Source: an optimization exercise on an open RTL-to-GDS flow (aim: small area). Production flows keep margins and buffers that such runs may drop.
In this exercise RTL edits were held to simulation tests only and were not proved equivalent to the original.
Power figures rest on the tool's default switching activity, not on a simulated workload.

==> flow/design.v <==
module pacman_rules (
	input  logic        clk,
	input  logic        reset,
	input  logic [7:0]  keycode,
	input  logic [31:0] timer,
	input  logic [9:0]  pac_x, pac_y,
	input  logic [9:0]  rg_x, rg_y,
	input  logic [9:0]  og_x, og_y,
	input  logic [9:0]  bg_x, bg_y,
	output logic        win, lose, pause, life_down,
	output logic [9:0]  score,
	output logic [3:0]  fruits,
	output logic [7:0]  lives,
	output logic [31:0] dots_left
);
	function automatic logic ge_c(input logic [9:0] p, input logic [9:0] c);
		ge_c = 1'b1;
		for (int i = 0; i < 10; i++)
			ge_c = c[i] ? (p[i] & ge_c) : (p[i] | ge_c);
	endfunction
	function automatic logic le_c(input logic [9:0] p, input logic [9:0] c);
		le_c = 1'b1;
		for (int i = 0; i < 10; i++)
			le_c = c[i] ? (~p[i] | le_c) : (~p[i] & le_c);
	endfunction
	function automatic logic rng(input logic [9:0] p, input logic [9:0] lo, input logic [9:0] hi);
		logic [9:0] pl, lol, hil;
		pl  = {6'd0, p[3:0]};
		lol = {6'd0, lo[3:0]};
		hil = {6'd0, hi[3:0]};
		if (lo[9:4] == hi[9:4])
			rng = p[9:4] == lo[9:4] && ge_c(pl, lol) && le_c(pl, hil);
		else
			rng = (p[9:4] == lo[9:4] && ge_c(pl, lol)) ||
			      (p[9:4] == hi[9:4] && le_c(pl, hil)) ||
			      (p[9:4] > lo[9:4] && p[9:4] < hi[9:4]);
	endfunction
	function automatic logic win5(input logic [9:0] p, input logic [9:0] c);
		win5 = rng(p, c - 10'd5, c + 10'd5);
	endfunction
	function automatic logic [9:0] rsub(input logic [9:0] a, b);
		logic br;
		br = 1'b0;
		for (int i = 0; i < 10; i++) begin
			rsub[i] = a[i] ^ b[i] ^ br;
			br = (~a[i] & b[i]) | (~(a[i] ^ b[i]) & br);
		end
	endfunction
	function automatic logic [1:0] cls(input logic [9:0] d);
		logic z, o;
		logic [4:0] l;
		z = ~|d[9:5];
		o = &d[9:5];
		l = d[4:0];
		cls[0] = z & (l[4:2] == 3'b000 & ~(l[1] & l[0])) | o & (l[4:1] == 4'b1111);
		cls[1] = z & (l[4:3] == 2'b11 & ~(l[2] & (l[1] | l[0]))) |
		         o & (l[4:3] == 2'b00 & l[2] | l == 5'b01000);
	endfunction
	function automatic logic ghost_hit(input logic [9:0] gx, gy, px, py);
		logic [1:0] cx, cy;
		cx = cls(rsub(gx, px));
		cy = cls(rsub(gy, py));
		ghost_hit = cx[0] & cy[1] | cx[1] & cy[0];
	endfunction
	logic hit;
	assign hit = ghost_hit(rg_x, rg_y, pac_x, pac_y) |
	             ghost_hit(og_x, og_y, pac_x, pac_y) |
	             ghost_hit(bg_x, bg_y, pac_x, pac_y);
	localparam logic [2:0] S_RUN     = 3'b000,
	                       S_FRUIT   = 3'b001,
	                       S_LD      = 3'b010,
	                       S_LDH     = 3'b011,
	                       S_PAUSE   = 3'b100,
	                       S_GWON    = 3'b101,
	                       S_GOVER   = 3'b110,
	                       S_RESTART = 3'b111;
	logic [2:0] state, state_n;
	logic [1:0] lv;
	logic xl, xr, yt, yb;
	assign xl = rng(pac_x, 10'd12, 10'd37);
	assign xr = rng(pac_x, 10'd370, 10'd395);
	assign yt = rng(pac_y, 10'd10, 10'd35);
	assign yb = rng(pac_y, 10'd413, 10'd438);
	logic [3:0] box;
	assign box = {xr & yb, xl & yb, xr & yt, xl & yt};
	logic all_dots, time_up, go_key;
	assign all_dots = &dots_left;
	assign time_up  = timer == 32'd0;
	assign go_key   = keycode == 8'h28;
	always_comb begin
		state_n = state;
		case (state)
			S_RESTART: state_n = S_PAUSE;
			S_PAUSE:   if (go_key) state_n = S_RUN;
			S_RUN: begin
				if (time_up)       state_n = S_GOVER;
				else if (all_dots) state_n = S_GWON;
				else if (hit)      state_n = S_LD;
				else if (|box)     state_n = S_FRUIT;
			end
			S_FRUIT:   state_n = S_RUN;
			S_LD:      state_n = (lv == 2'd2) ? S_GOVER : S_LDH;
			S_LDH:     state_n = hit ? S_LDH : S_RUN;
			default:   state_n = state;
		endcase
	end
	always_ff @(posedge clk) begin
		if (reset) begin
			state  <= S_RESTART;
			lv     <= 2'd0;
			fruits <= 4'd0;
		end else begin
			state <= state_n;
			if (state == S_LD) lv <= lv + 2'd1;
			if (state == S_FRUIT) fruits <= fruits | box;
		end
	end
	assign pause     = state[2] & ~(state[1] & state[0]);
	assign lose      = state == S_GOVER;
	assign win       = state == S_GWON;
	assign life_down = ~state[2] & state[1];
	assign lives     = {6'd0, lv};
	logic [2:0] n;
	always_comb begin
		logic s1, c1, s2, c2, c3;
		s1 = fruits[0] ^ fruits[1];
		c1 = fruits[0] & fruits[1];
		s2 = fruits[2] ^ fruits[3];
		c2 = fruits[2] & fruits[3];
		c3 = s1 & s2;
		n[0] = s1 ^ s2;
		n[1] = c1 ^ c2 ^ c3;
		n[2] = (c1 & c2) | (c1 & c3) | (c2 & c3);
	end
	assign score = {2'b00, n[2] | (n[1] & n[0]), n[2] | (n[1] & ~n[0]), n[1] ^ n[0], n[0], n[2], n[1], n[0], 1'b0};
	localparam logic [159:0] DCODE = {
		5'd2, 5'd0, 5'd1, 5'd3,
		5'd4, 5'd6, 5'd7, 5'd5,
		5'd8, 5'd10, 5'd11, 5'd9,
		5'd12, 5'd13, 5'd14, 5'd15,
		5'd16, 5'd17, 5'd18, 5'd19,
		5'd20, 5'd22, 5'd23, 5'd21,
		5'd24, 5'd26, 5'd27, 5'd25,
		5'd30, 5'd28, 5'd29, 5'd31};
	logic y20, y48, y120, y148, y186, y228, y258, y292, y380, y423;
	assign y20  = win5(pac_y, 10'd20);
	assign y48  = win5(pac_y, 10'd48);
	assign y120 = win5(pac_y, 10'd120);
	assign y148 = win5(pac_y, 10'd148);
	assign y186 = win5(pac_y, 10'd186);
	assign y228 = win5(pac_y, 10'd228);
	assign y258 = win5(pac_y, 10'd258);
	assign y292 = win5(pac_y, 10'd292);
	assign y380 = win5(pac_y, 10'd380);
	assign y423 = win5(pac_y, 10'd423);
	logic x18, x85, x90, x135, x175, x220, x258, x262, x302, x307, x379;
	assign x18  = win5(pac_x, 10'd18);
	assign x85  = win5(pac_x, 10'd85);
	assign x90  = win5(pac_x, 10'd90);
	assign x135 = win5(pac_x, 10'd135);
	assign x175 = win5(pac_x, 10'd175);
	assign x220 = win5(pac_x, 10'd220);
	assign x258 = win5(pac_x, 10'd258);
	assign x262 = win5(pac_x, 10'd262);
	assign x302 = win5(pac_x, 10'd302);
	assign x307 = win5(pac_x, 10'd307);
	assign x379 = win5(pac_x, 10'd379);
	logic dvalid;
	assign dvalid = y20 & (x90 | x175 | x220 | x307) | y48 & (x18 | x90 | x307 | x379) |
	                (y120 | y380) & (x18 | x135 | x258 | x379) | (y148 | y186 | y228 | y258) & (x90 | x307) |
	                y292 & (x18 | x135 | x262 | x379) | y423 & (x85 | x175 | x220 | x302);
	logic xB, xC, xE, xF, xG, xH;
	assign xB = x85 | x90;
	assign xC = x135;
	assign xE = x220;
	assign xF = x258 | x262;
	assign xG = x302 | x307;
	assign xH = x379;
	logic [4:0] didx;
	assign didx[4] = y228 | y258 | y292 | y380 | y423;
	assign didx[3] = y120 | y148 | y186 | y380 | y423;
	assign didx[2] = y48 | y148 | y186 | y292 | y423;
	assign didx[1] = y186 | y258 | (~y148 & ~y228 & (xB | xC | xF | xG));
	assign didx[0] = xE | xF | xG | xH;
	logic       pend_v;
	logic [4:0] pend_i;
	always_ff @(posedge clk) begin
		if (reset) pend_v <= 1'b0;
		else       pend_v <= dvalid;
		pend_i <= didx;
	end
	always_ff @(posedge clk) begin
		for (int i = 0; i < 32; i++) begin
			if (reset) dots_left[i] <= 1'b0;
			else if (pend_v && pend_i == DCODE[(31-i)*5 +: 5]) dots_left[i] <= 1'b1;
		end
	end
endmodule
==> flow/config.mk <==
export PLATFORM = sky130hd
export DESIGN_NAME = pacman_rules
export DESIGN_NICKNAME = pacman_rules
export VERILOG_FILES = /design/flow/design.v
export SDC_FILE = /design/flow/constraint.sdc
export NUM_CORES = 4
export LEC_CHECK = 0
export CAP_MARGIN = 0
export CORE_MARGIN = 2
export CORE_UTILIZATION = 40
export PLACE_DENSITY = 0.6
export SLEW_MARGIN = 0
==> flow/constraint.sdc <==
create_clock -name core_clock -period 10.0 [get_ports {clk}]
set_input_delay 2.0000 -clock core_clock [delete_from_list [all_inputs] [get_ports {clk}]]
set_output_delay 2.0000 -clock core_clock [all_outputs]
set_load 0.01 [all_outputs]
standard.sh (not shown) runs the stock make flow with config.mk's settings and CLKGATE_MAP_FILE= SYNTH_SCRIPT=/design/flow/synth_recipe.tcl, a recipe that flattens the netlist after the stock synthesis.
==> flow/flow/run.sh <==
#!/bin/bash
set -euo pipefail
HERE=$(pwd)

# synthesis script: ORFS's synth.tcl with the ABC script swapped
python3 - "$FLOW_HOME/scripts/synth.tcl" "$HERE/synth_area.tcl" "$HERE/flow/abc_area.script" <<'PY'
import sys
src, dst, script = sys.argv[1:4]
s = open(src).read()
anchor = 'source $::env(SCRIPTS_DIR)/synth_preamble.tcl\n'
assert s.count(anchor) == 1
s = s.replace(anchor, anchor + 'set abc_args [lreplace $abc_args 1 1 {%s}]\nputs "ABC script: [lindex $abc_args 1]"\n' % script)
open(dst, 'w').write(s)
PY
sed 's|source $::env(SCRIPTS_DIR)/synth.tcl|source '"$HERE"'/synth_area.tcl|' synth_recipe.tcl > synth_top.tcl
grep -q "synth_area.tcl" synth_top.tcl
sed 's|SYNTH_SCRIPT=[^ ]*synth_recipe.tcl|SYNTH_SCRIPT='"$HERE"'/synth_top.tcl|' standard.sh > flow_std.sh
grep -q "synth_top.tcl" flow_std.sh

export BUFFER_PORTS_ARGS="-buffer_cell sky130_fd_sc_hd__buf_1"
export SKIP_REPAIR_TIE_FANOUT=1
export CTS_ARGS="-sink_clustering_enable -repair_clock_nets -dont_use_dummy_load -buf_list sky130_fd_sc_hd__clkbuf_8"
bash flow_std.sh > flow.log 2>&1
==> flow/flow/abc_area.script <==
&get -n
&st
&st; &dc2; &dch -f; &nf -R 1000; &st; &dc2; &dch -f; &nf -R 1000; &st; &dc2; &dch -f; &nf -R 1000
&put
topo
stime -c
dnsize -c
Change:
--- a/flow/flow/run.sh
+++ b/flow/flow/run.sh
@@ -1,2 +1,15 @@
 #!/bin/bash
+# Layout flow: the standard ORFS flow (standard.sh) with three changes
+# that only affect which cells implement the same netlist:
+# 1. synthesis is ORFS's synth.tcl, run exactly as standard.sh runs it (same
+#    front end, -nofsm -noshare, flattening, register mapping and renaming),
+#    except that the final ABC technology mapping uses the area-oriented
+#    script flow/abc_area.script instead of abc_speed.script. ABC only maps
+#    the combinational logic, so the registers are the standard synthesis's;
+# 2. the port buffers that buffer_ports inserts are sky130_fd_sc_hd__buf_1
+#    instead of the larger cell it picks by default;
+# 3. clock tree synthesis uses sky130_fd_sc_hd__clkbuf_8 (instead of
+#    clkbuf_16) and adds no dummy loads.
+# Logs: make's full output goes to flow.log here; ORFS's per-step logs are
+# under orfs/logs/.
 set -euo pipefail
@@ -20,3 +33,2 @@
 export BUFFER_PORTS_ARGS="-buffer_cell sky130_fd_sc_hd__buf_1"
-export SKIP_REPAIR_TIE_FANOUT=1
 export CTS_ARGS="-sink_clustering_enable -repair_clock_nets -dont_use_dummy_load -buf_list sky130_fd_sc_hd__clkbuf_8"
- CAP_MARGIN: 0 -> 20
- CORE_UTILIZATION: 40 -> 60
- PLACE_DENSITY: 0.6 -> 0.75
- SLEW_MARGIN: 0 -> 20
The changed run passed the timing, DRC and antenna checks.
Sequential share of layout area barely changes.
Clock skew increases by 0.0058 ns.
Register-to-register slack is about the same.
Combinational power hardly moves.
Wire length decreases slightly.
Change:
--- a/flow/flow/run.sh
+++ b/flow/flow/run.sh
@@ -33,3 +33,4 @@
 export BUFFER_PORTS_ARGS="-buffer_cell sky130_fd_sc_hd__buf_1"
-export CTS_ARGS="-sink_clustering_enable -repair_clock_nets -dont_use_dummy_load -buf_list sky130_fd_sc_hd__clkbuf_8"
+export SKIP_REPAIR_TIE_FANOUT=1
+export CTS_ARGS="-sink_clustering_enable -repair_clock_nets -dont_use_dummy_load -buf_list {sky130_fd_sc_hd__clkbuf_2 sky130_fd_sc_hd__clkbuf_4 sky130_fd_sc_hd__clkbuf_8}"
 bash flow_std.sh > flow.log 2>&1
- CORE_UTILIZATION: 60 -> 40
- PLACE_DENSITY: 0.75 -> 0.6
What happened:
- The new run completed with no timing, DRC or antenna violations
- worst setup slack gets better by 0.041 ns
- synthesized area is unchanged
- final cell count rose by a few percent
Change:
==> flow/flow/run.sh (replaced) <==
#!/bin/bash
set -euo pipefail
HERE=$(pwd)

# synthesis script: ORFS's synth.tcl with the ABC script swapped
python3 - "$FLOW_HOME/scripts/synth.tcl" "$HERE/synth_area.tcl" "$HERE/flow/abc_area.script" <<'PY'
import sys
src, dst, script = sys.argv[1:4]
s = open(src).read()
anchor = 'source $::env(SCRIPTS_DIR)/synth_preamble.tcl\n'
assert s.count(anchor) == 1
s = s.replace(anchor, anchor + 'set abc_args [lreplace $abc_args 1 1 {%s}]\nputs "ABC script: [lindex $abc_args 1]"\n' % script)
open(dst, 'w').write(s)
PY
sed 's|source $::env(SCRIPTS_DIR)/synth.tcl|source '"$HERE"'/synth_area.tcl|' synth_recipe.tcl > synth_top.tcl
grep -q "synth_area.tcl" synth_top.tcl
sed 's|SYNTH_SCRIPT=[^ ]*synth_recipe.tcl|SYNTH_SCRIPT='"$HERE"'/synth_top.tcl|' standard.sh > flow_std.sh
grep -q "synth_top.tcl" flow_std.sh

export BUFFER_PORTS_ARGS="-buffer_cell sky130_fd_sc_hd__buf_1"
export SKIP_REPAIR_TIE_FANOUT=1
export CTS_ARGS="-sink_clustering_enable -repair_clock_nets -dont_use_dummy_load -buf_list sky130_fd_sc_hd__clkbuf_8"
bash flow_std.sh > flow.log 2>&1
Effect: Hold slack stays the same. Die area does not change. Setup slack stays the same. Via count is unchanged. Clock-buffer cell count does not change. Non-clock buffer count stays the same. Critical path depth does not change.

---

rev 12:
RTL: the design.v shown in full above, as it stands there.
export LEC_CHECK = 0
export CAP_MARGIN = 20
export CORE_MARGIN = 2
export CORE_UTILIZATION = 40
export PLACE_DENSITY = 0.6
export SLEW_MARGIN = 20
create_clock -name core_clock -period 10.0 [get_ports {clk}]
==> flow/flow/run.sh <==
#!/bin/bash
# Layout flow: the standard ORFS flow (standard.sh) with three changes
# that only affect which cells implement the same netlist:
# 1. synthesis is ORFS's synth.tcl, run exactly as standard.sh runs it (same
#    front end, -nofsm -noshare, flattening, register mapping and renaming),
#    except that the final ABC technology mapping uses the area-oriented
#    script flow/abc_area.script instead of abc_speed.script. ABC only maps
#    the combinational logic, so the registers are the standard synthesis's;
# 2. the port buffers that buffer_ports inserts are sky130_fd_sc_hd__buf_1
#    instead of the larger cell it picks by default;
# 3. clock tree synthesis uses sky130_fd_sc_hd__clkbuf_8 (instead of
#    clkbuf_16) and adds no dummy loads.
# Logs: make's full output goes to flow.log here; ORFS's per-step logs are
# under orfs/logs/.
set -euo pipefail
HERE=$(pwd)

# synthesis script: ORFS's synth.tcl with the ABC script swapped
python3 - "$FLOW_HOME/scripts/synth.tcl" "$HERE/synth_area.tcl" "$HERE/flow/abc_area.script" <<'PY'
import sys
src, dst, script = sys.argv[1:4]
s = open(src).read()
anchor = 'source $::env(SCRIPTS_DIR)/synth_preamble.tcl\n'
assert s.count(anchor) == 1
s = s.replace(anchor, anchor + 'set abc_args [lreplace $abc_args 1 1 {%s}]\nputs "ABC script: [lindex $abc_args 1]"\n' % script)
open(dst, 'w').write(s)
PY
sed 's|source $::env(SCRIPTS_DIR)/synth.tcl|source '"$HERE"'/synth_area.tcl|' synth_recipe.tcl > synth_top.tcl
grep -q "synth_area.tcl" synth_top.tcl
sed 's|SYNTH_SCRIPT=[^ ]*synth_recipe.tcl|SYNTH_SCRIPT='"$HERE"'/synth_top.tcl|' standard.sh > flow_std.sh
grep -q "synth_top.tcl" flow_std.sh

export BUFFER_PORTS_ARGS="-buffer_cell sky130_fd_sc_hd__buf_1"
export CTS_ARGS="-sink_clustering_enable -repair_clock_nets -dont_use_dummy_load -buf_list sky130_fd_sc_hd__clkbuf_8"
bash flow_std.sh > flow.log 2>&1
Scripts as last shown in full above: flow/flow/abc_area.script
Setup changes, rev 12 to rev 13
-- flow/flow/run.sh --
<<< rev 12, line 33
export BUFFER_PORTS_ARGS="-buffer_cell sky130_fd_sc_hd__buf_1"
export CTS_ARGS="-sink_clustering_enable -repair_clock_nets -dont_use_dummy_load -buf_list sky130_fd_sc_hd__clkbuf_8"
>>> rev 13, line 33
export BUFFER_PORTS_ARGS="-buffer_cell sky130_fd_sc_hd__buf_1"
export SKIP_REPAIR_TIE_FANOUT=1
export CTS_ARGS="-sink_clustering_enable -repair_clock_nets -dont_use_dummy_load -buf_list sky130_fd_sc_hd__clkbuf_8"
Findings:
Taking rev 12 as the reference, in rev 13 relative max-transition margin moved up, wire length moved down, filler-free cell count of the finished design moved down.

-- separate check: timing with driven ports --
The results above use ideal ports. As a check the final layouts listed here were re-extracted and re-timed, cells and wires unchanged. Step 1, drivers: a clkbuf_16 drives clk and a buf_2 each remaining input, both assumed. Step 2 also shifts input and output timing later by t, the mid clock arrival at the registers, as if the neighbouring blocks saw the same clock. a / b / c = no drivers / after step 1 / after step 2; a / b = the first two.
| run | t, ns | setup slack, ns | latest minus earliest clock arrival (ns) |
|---|---|---|---|
| the first run of note 1 | 0.326 | 2.455 / 2.457 / 2.132 | 0.019 / 0.019 |
| the second run of note 1 | 0.319 | 2.415 / 2.417 / 2.098 | 0.024 / 0.024 |
| the third run of note 1 | 0.326 | 2.455 / 2.457 / 2.132 | 0.019 / 0.019 |
| the fourth run of note 1 | 0.326 | 2.455 / 2.457 / 2.132 | 0.019 / 0.019 |
| rev 12 | 0.321 | 2.405 / 2.403 / 2.082 | 0.031 / 0.031 |
| rev 13 | 0.326 | 2.455 / 2.457 / 2.132 | 0.019 / 0.019 |
After both steps setup and hold are still met in every run listed.
